From an optimization exercise on the open Yosys and OpenROAD flow, aimed at small area, a short achievable clock period and few clock cycles per item; shortcuts taken in it are not production practice.
The RTL was checked by simulation tests, not by an equivalence proof against the original design.

## try-raven
Design btc_sha256d, start of the top module:
module btc_sha256d(
    input clk,
    input rst_n,
    input start,
    input [639:0] header,
    output done,
    output [255:0] hash
    );
    localparam [31:0] IV0 = 32'h6a09e667, IV1 = 32'hbb67ae85,
                      IV2 = 32'h3c6ef372, IV3 = 32'ha54ff53a,
                      IV4 = 32'h510e527f, IV5 = 32'h9b05688c,
                      IV6 = 32'h1f83d9ab, IV7 = 32'h5be0cd19;
    function [31:0] kn;
        input [5:0] i;
        begin
            case (i)
                6'd0: kn = 32'h71374491; 6'd1: kn = 32'hb5c0fbcf; 6'd2: kn = 32'he9b5dba5; 6'd3: kn = 32'h3956c25b;
                6'd4: kn = 32'h59f111f1; 6'd5: kn = 32'h923f82a4; 6'd6: kn = 32'hab1c5ed5; 6'd7: kn = 32'hd807aa98;
                6'd8: kn = 32'h12835b01; 6'd9: kn = 32'h243185be; 6'd10: kn = 32'h550c7dc3; 6'd11: kn = 32'h72be5d74;
                6'd12: kn = 32'h80deb1fe; 6'd13: kn = 32'h9bdc06a7; 6'd14: kn = 32'hc19bf174; 6'd15: kn = 32'he49b69c1;
                6'd16: kn = 32'hefbe4786; 6'd17: kn = 32'h0fc19dc6; 6'd18: kn = 32'h240ca1cc; 6'd19: kn = 32'h2de92c6f;
                6'd20: kn = 32'h4a7484aa; 6'd21: kn = 32'h5cb0a9dc; 6'd22: kn = 32'h76f988da; 6'd23: kn = 32'h983e5152;
                6'd24: kn = 32'ha831c66d; 6'd25: kn = 32'hb00327c8; 6'd26: kn = 32'hbf597fc7; 6'd27: kn = 32'hc6e00bf3;
                6'd28: kn = 32'hd5a79147; 6'd29: kn = 32'h06ca6351; 6'd30: kn = 32'h14292967; 6'd31: kn = 32'h27b70a85;
                6'd32: kn = 32'h2e1b2138; 6'd33: kn = 32'h4d2c6dfc; 6'd34: kn = 32'h53380d13; 6'd35: kn = 32'h650a7354;
                6'd36: kn = 32'h766a0abb; 6'd37: kn = 32'h81c2c92e; 6'd38: kn = 32'h92722c85; 6'd39: kn = 32'ha2bfe8a1;
  ...
clock: 12.0 ns
lec_check: 0
abc_area: 1
cap_margin: 20
core_margin: 2
core_utilization: 45
cts_cluster_diameter: 120
cts_cluster_size: 20
slew_margin: 20
standard.sh (not shown) runs the stock make flow with config.mk's settings and CLKGATE_MAP_FILE= SYNTH_SCRIPT=/design/flow/synth_recipe.tcl, a recipe that flattens the netlist after the stock synthesis.
==> flow/flow/run.sh <==
#!/bin/bash
set -euo pipefail
MARGIN=${MARGIN:-7}
bash standard.sh \
  SETUP_SLACK_MARGIN=$MARGIN \
  "BUFFER_PORTS_ARGS=-buffer_cell sky130_fd_sc_hd__buf_1" \
  finish > flow_make.log 2>&1
Testbench counts of try-raven, summed over its fixed seeds: cycles 9,936, hashes 48.
> inputs changed (try-raven -> try-amber)
- clearing ABC_AREA, which used to be 1
- swapping 20 for 24 in CTS_CLUSTER_SIZE
-- flow/flow/run.sh --
<<< try-raven, line 3
MARGIN=${MARGIN:-7}
>>> try-amber, line 3
MARGIN=${MARGIN:-8.5}
==> run notes <==
try-amber vs try-raven, global-route layer with the greatest usage: met2 vs met1
Summary of try-amber over try-raven: detailed-route wire length now larger; part of the cycle the worst path needs fell 3.0 points.
Number of cells after detailed placement is higher on try-raven
Comparing the two runs side by side, try-amber comes out ahead of try-raven on floorplan die area.
### try-amber -> try-cedar
- CORE_UTILIZATION now 55, was 45
-- flow/flow/run.sh --
<<< try-amber, line 3
MARGIN=${MARGIN:-8.5}
>>> try-cedar, line 3
MARGIN=${MARGIN:-7.5}
==> run notes <==
Delta(number of global-route vias before repair, try-cedar - try-amber) < 0
Antenna diode count | try-cedar above try-amber
Measured against each other, try-amber and try-cedar differ in routed metal-1 wire length, the higher figure coming from try-amber.
Setup changes, try-cedar to try-maple
- CORE_UTILIZATION now 45, was 55
-- flow/flow/run.sh --
<<< try-cedar, line 3
MARGIN=${MARGIN:-7.5}
>>> try-maple, line 3
MARGIN=${MARGIN:-7}
==> comparison <==
- Changes observed in try-maple relative to try-cedar: time the final worst path needs with I/O delays and setup went up, number of nets in the final layout went down.
- try-cedar → try-maple: slew at the pin closest to its max-slew limit picked up an extra 0.022 ns, final setup slack of the worst path has decreased, cell total after placement rose 280, aggregate routed wire length moved up, design area went down.
- On via count normalized by instance count: try-maple sits below try-cedar.
- Of try-maple and try-cedar, it is try-maple that has the higher standard cell core area.


Setup of lane 1:
Another version of the RTL of btc_sha256d (not shown whole).
Size in the first run: about 5600 cells after synthesis.
clock: 12.0 ns
lec_check: 0
cap_margin: 20
core_margin: 2
core_utilization: 45
cts_cluster_diameter: 120
cts_cluster_size: 24
slew_margin: 20
==> flow/flow/run.sh <==
#!/bin/bash
set -euo pipefail
MARGIN=${MARGIN:-7.5}
bash standard.sh \
  SETUP_SLACK_MARGIN=$MARGIN \
  "BUFFER_PORTS_ARGS=-buffer_cell sky130_fd_sc_hd__buf_1" \
  finish > flow_make.log 2>&1
Testbench counts of lane 1, summed over its fixed seeds: cycles 9,936, hashes 48.
[inputs] lane 2 vs lane 1
diff --git a/flow/config.mk b/flow/config.mk
--- a/flow/config.mk
+++ b/flow/config.mk
@@ -6,8 +6,9 @@
 export NUM_CORES = 8
 export LEC_CHECK = 0
+export ABC_AREA = 1
 export CAP_MARGIN = 20
 export CORE_MARGIN = 2
 export CORE_UTILIZATION = 45
 export CTS_CLUSTER_DIAMETER = 120
-export CTS_CLUSTER_SIZE = 24
+export CTS_CLUSTER_SIZE = 20
 export SLEW_MARGIN = 20
- Sort lane 2 and lane 1 by maximum cell stage delay along the critical path desc -> top: lane 2
- Cmp lane 2 vs lane 1: share of the yosys chip area belonging to registers lower in lane 2
- Compared with lane 1, lane 2 shows largest net degree at the start of global routing that has gone down by a few percent.
- Delta (lane 2 minus lane 1): final instance area higher, clock skew has decreased.
- Final instance count without filler cells up about 19% in lane 2 wrt lane 1
- Pin slew with the least headroom to its limit sits lower in lane 2 than in lane 1.

separate check: timing with driven ports:
In the flow no input, the clock included, has a driving cell. The finished layouts below were timed again as built, in two steps.
Step 1, drivers: a clkbuf_16 drives clk and a buf_2 each remaining input, both assumed.
Step 2 adds t to the input delays and takes it off the output delays; t is the mean of the earliest and latest rising clock arrival at the registers after step 1. Input paths then give back, and output paths get back, about the clock's delay inside the block.
Three values: ideal, step 1, step 2; two values: the first two.
| run | t (ns) | slack for setup (ns) | worst setup path at the end | clock arrival spread, ns |
|---|---|---|---|---|
| try-raven | 0.766 | 6.737 / 6.773 / 6.006 | input to register | 0.048 / 0.049 |
| try-amber | 0.819 | 7.093 / 7.093 / 6.709 | input to register | 0.051 / 0.051 |
| try-cedar | 0.791 | 7.238 / 7.238 / 6.529 | input to register | 0.055 / 0.055 |
| try-maple | 0.805 | 6.958 / 6.958 / 6.863 | input to register | 0.057 / 0.057 |
| lane 1 | 0.798 | 7.161 / 7.161 / 6.721 | input to register | 0.074 / 0.073 |
| lane 2 | 0.768 | 7.423 / 7.423 / 6.847 | input to register | 0.057 / 0.057 |
After both steps every run listed still meets setup and hold. The setup slack of try-raven, which loses most, moves by +0.036 ns with the drivers and by -0.731 ns with both steps.
